This design comes from an exercise in tuning for small area on the open sky130 flow, not from production work. In this exercise RTL edits were held to simulation tests only and were not proved equivalent to the original. Power and IR drop assume default switching activity.

== north ==
// tlb
module tlb #(
    parameter TLBNUM = 16
    ) (
    input   wire                        clk,
    input   wire [              18:0]   s_vpn_1,
    input   wire                        s_odd_1,
    input   wire [              7 :0]   s_asid_1,
    output  wire                        s_found_1,
    output  wire [$clog2(TLBNUM)-1:0]   s_index_1,
    output  wire [              19:0]   s_pfn_1,
    output  wire [              2 :0]   s_c_1,
    output  wire                        s_d_1,
    output  wire                        s_v_1,
    input   wire [              18:0]   s_vpn_2,
    input   wire                        s_odd_2,
    input   wire [              7 :0]   s_asid_2,
    output  wire                        s_found_2,
    output  wire [$clog2(TLBNUM)-1:0]   s_index_2,
    output  wire [              19:0]   s_pfn_2,
    output  wire [              2 :0]   s_c_2,
    output  wire                        s_d_2,
    output  wire                        s_v_2,
    input   wire                        we,
    input   wire [$clog2(TLBNUM)-1:0]   w_index,
    input   wire [              18:0]   w_vpn,
    input   wire [              7 :0]   w_asid,
    input   wire                        w_g,
    input   wire [              19:0]   w_pfn0,
    input   wire [              2 :0]   w_c0,
    input   wire                        w_d0,
    input   wire                        w_v0,
    input   wire [              19:0]   w_pfn1,
    input   wire [              2 :0]   w_c1,
    input   wire                        w_d1,
  ...
Size in the first run: ~4100 cells after synthesis, ~1200 flip-flops, about 0.061 mm^2 of cells after synthesis.
export LEC_CHECK = 0
export CAP_MARGIN = 20
export CORE_MARGIN = 2
export CORE_UTILIZATION = 45
export PLACE_DENSITY = 0.6
export SETUP_SLACK_MARGIN = 0.0
export SLEW_MARGIN = 20
export SYNTH_HIERARCHICAL = 1
create_clock -name core_clock -period 10.0 [get_ports {clk}]
standard.sh (not shown) runs the stock make flow with config.mk's settings and CLKGATE_MAP_FILE= SYNTH_SCRIPT=/design/flow/synth_recipe.tcl, a recipe that flattens the netlist after the stock synthesis.
==> flow/flow/run.sh <==
#!/bin/bash
# Standard ORFS layout with three changes after the standard synthesis: port buffers use the
# smallest buffer, buffering and repair may not use the large buffers and inverters, and the
# clock tree uses small buffers and no dummy loads. Each tool's log stays under orfs/logs/;
# make's own output goes to synth_make.log and flow_make.log in the work folder.
set -euo pipefail
cd "$(dirname "$0")/.."
bash standard.sh synth > synth_make.log 2>&1
P=sky130_fd_sc_hd__
DU="${P}probe_p_8 ${P}probec_p_8 ${P}lpflow_bleeder_1 ${P}lpflow_clkbufkapwr_1 ${P}lpflow_clkbufkapwr_16 ${P}lpflow_clkbufkapwr_2 ${P}lpflow_clkbufkapwr_4 ${P}lpflow_clkbufkapwr_8 ${P}lpflow_clkinvkapwr_1 ${P}lpflow_clkinvkapwr_16 ${P}lpflow_clkinvkapwr_2 ${P}lpflow_clkinvkapwr_4 ${P}lpflow_clkinvkapwr_8 ${P}lpflow_decapkapwr_12 ${P}lpflow_decapkapwr_3 ${P}lpflow_decapkapwr_4 ${P}lpflow_decapkapwr_6 ${P}lpflow_decapkapwr_8 ${P}lpflow_inputiso0n_1 ${P}lpflow_inputiso0p_1 ${P}lpflow_inputiso1n_1 ${P}lpflow_inputiso1p_1 ${P}lpflow_inputisolatch_1 ${P}lpflow_isobufsrc_1 ${P}lpflow_isobufsrc_16 ${P}lpflow_isobufsrc_2 ${P}lpflow_isobufsrc_4 ${P}lpflow_isobufsrc_8 ${P}lpflow_isobufsrckapwr_16 ${P}lpflow_lsbuf_lh_hl_isowell_tap_1 ${P}lpflow_lsbuf_lh_hl_isowell_tap_2 ${P}lpflow_lsbuf_lh_hl_isowell_tap_4 ${P}lpflow_lsbuf_lh_isowell_4 ${P}lpflow_lsbuf_lh_isowell_tap_1 ${P}lpflow_lsbuf_lh_isowell_tap_2 ${P}lpflow_lsbuf_lh_isowell_tap_4"
BIG="${P}buf_4 ${P}buf_6 ${P}buf_8 ${P}buf_12 ${P}buf_16 ${P}bufbuf_8 ${P}bufbuf_16 ${P}bufinv_8 ${P}bufinv_16 ${P}inv_6 ${P}inv_8 ${P}inv_12 ${P}inv_16 ${P}clkinv_8 ${P}clkinv_16"
CTS="-sink_clustering_enable -repair_clock_nets -dont_use_dummy_load -buf_list ${P}clkbuf_4 -sink_clustering_size 8 -sink_clustering_max_diameter 40"
bash standard.sh \
  "DONT_USE_CELLS=$DU $BIG" \
  "BUFFER_PORTS_ARGS=-buffer_cell ${P}buf_1" \
  "CTS_ARGS=$CTS" \
  finish > flow_make.log 2>&1
What east does differently from north at the input level:
Settings: CORE_UTILIZATION now 35, was 45; SETUP_SLACK_MARGIN now 0.3, was 0.0; PLACE_DENSITY now 0.5, was 0.6.
==> flow/run.sh (new file) <==
#!/bin/bash
# synth_recipe.tcl (not shown) runs the flow's synth.tcl, then flattens the netlist and writes it again
# the make line also repeats each setting of config.mk as NAME=value (left out here)
make -C /OpenROAD-flow-scripts/flow DESIGN_CONFIG=/design/flow/config.mk WORK_HOME=/design/flow/orfs CLKGATE_MAP_FILE= SYNTH_SCRIPT=/design/flow/synth_recipe.tcl finish
removed: flow/flow/run.sh
removed: flow/standard.sh
### Flow results
All of north and east finish clean. Delta (east minus north): clock network fraction of design power rose by 16 points; via count fell by 1577; reported net switching power rose by 22%; routed metal-1 wirelength rose by 14000 um. Re count of buffering cells on the critical path with inverters included: north was higher than east. Comparing north against east, there is no change at all in remaining global-route overflow. Cell area reported after detailed placement went up by a few percent going from north to east. east gives less global-route usage than north did.

-- re-timing with driven ports --
The results above use ideal ports. As a check the final layouts listed here were re-extracted and re-timed, cells and wires unchanged. Step 1: set_driving_cell puts a clkbuf_16 on clk and a buf_2 on each other input, an assumption about the parent block. Step 2 also shifts input and output timing later by t, the mid clock arrival at the registers, as if the neighbouring blocks saw the same clock. a / b / c = ideal ports / drivers / drivers and shift; a / b = the first two.
run | t (ns) | setup WS [ns] | worst hold slack (ns) | pins driven straight from the clock port
north | 1.406 | 0.777 / 0.750 / 0.750 | 1.125 / 1.078 / 2.485 | 1
east | 0.893 | 0.660 / 0.636 / 0.636 | 2.116 / 2.075 / 2.968 | 1
After both steps setup and hold are still met in every run listed. For north, which loses most, drivers alone change the setup slack by -0.027 ns; drivers and shift together by -0.027 ns.
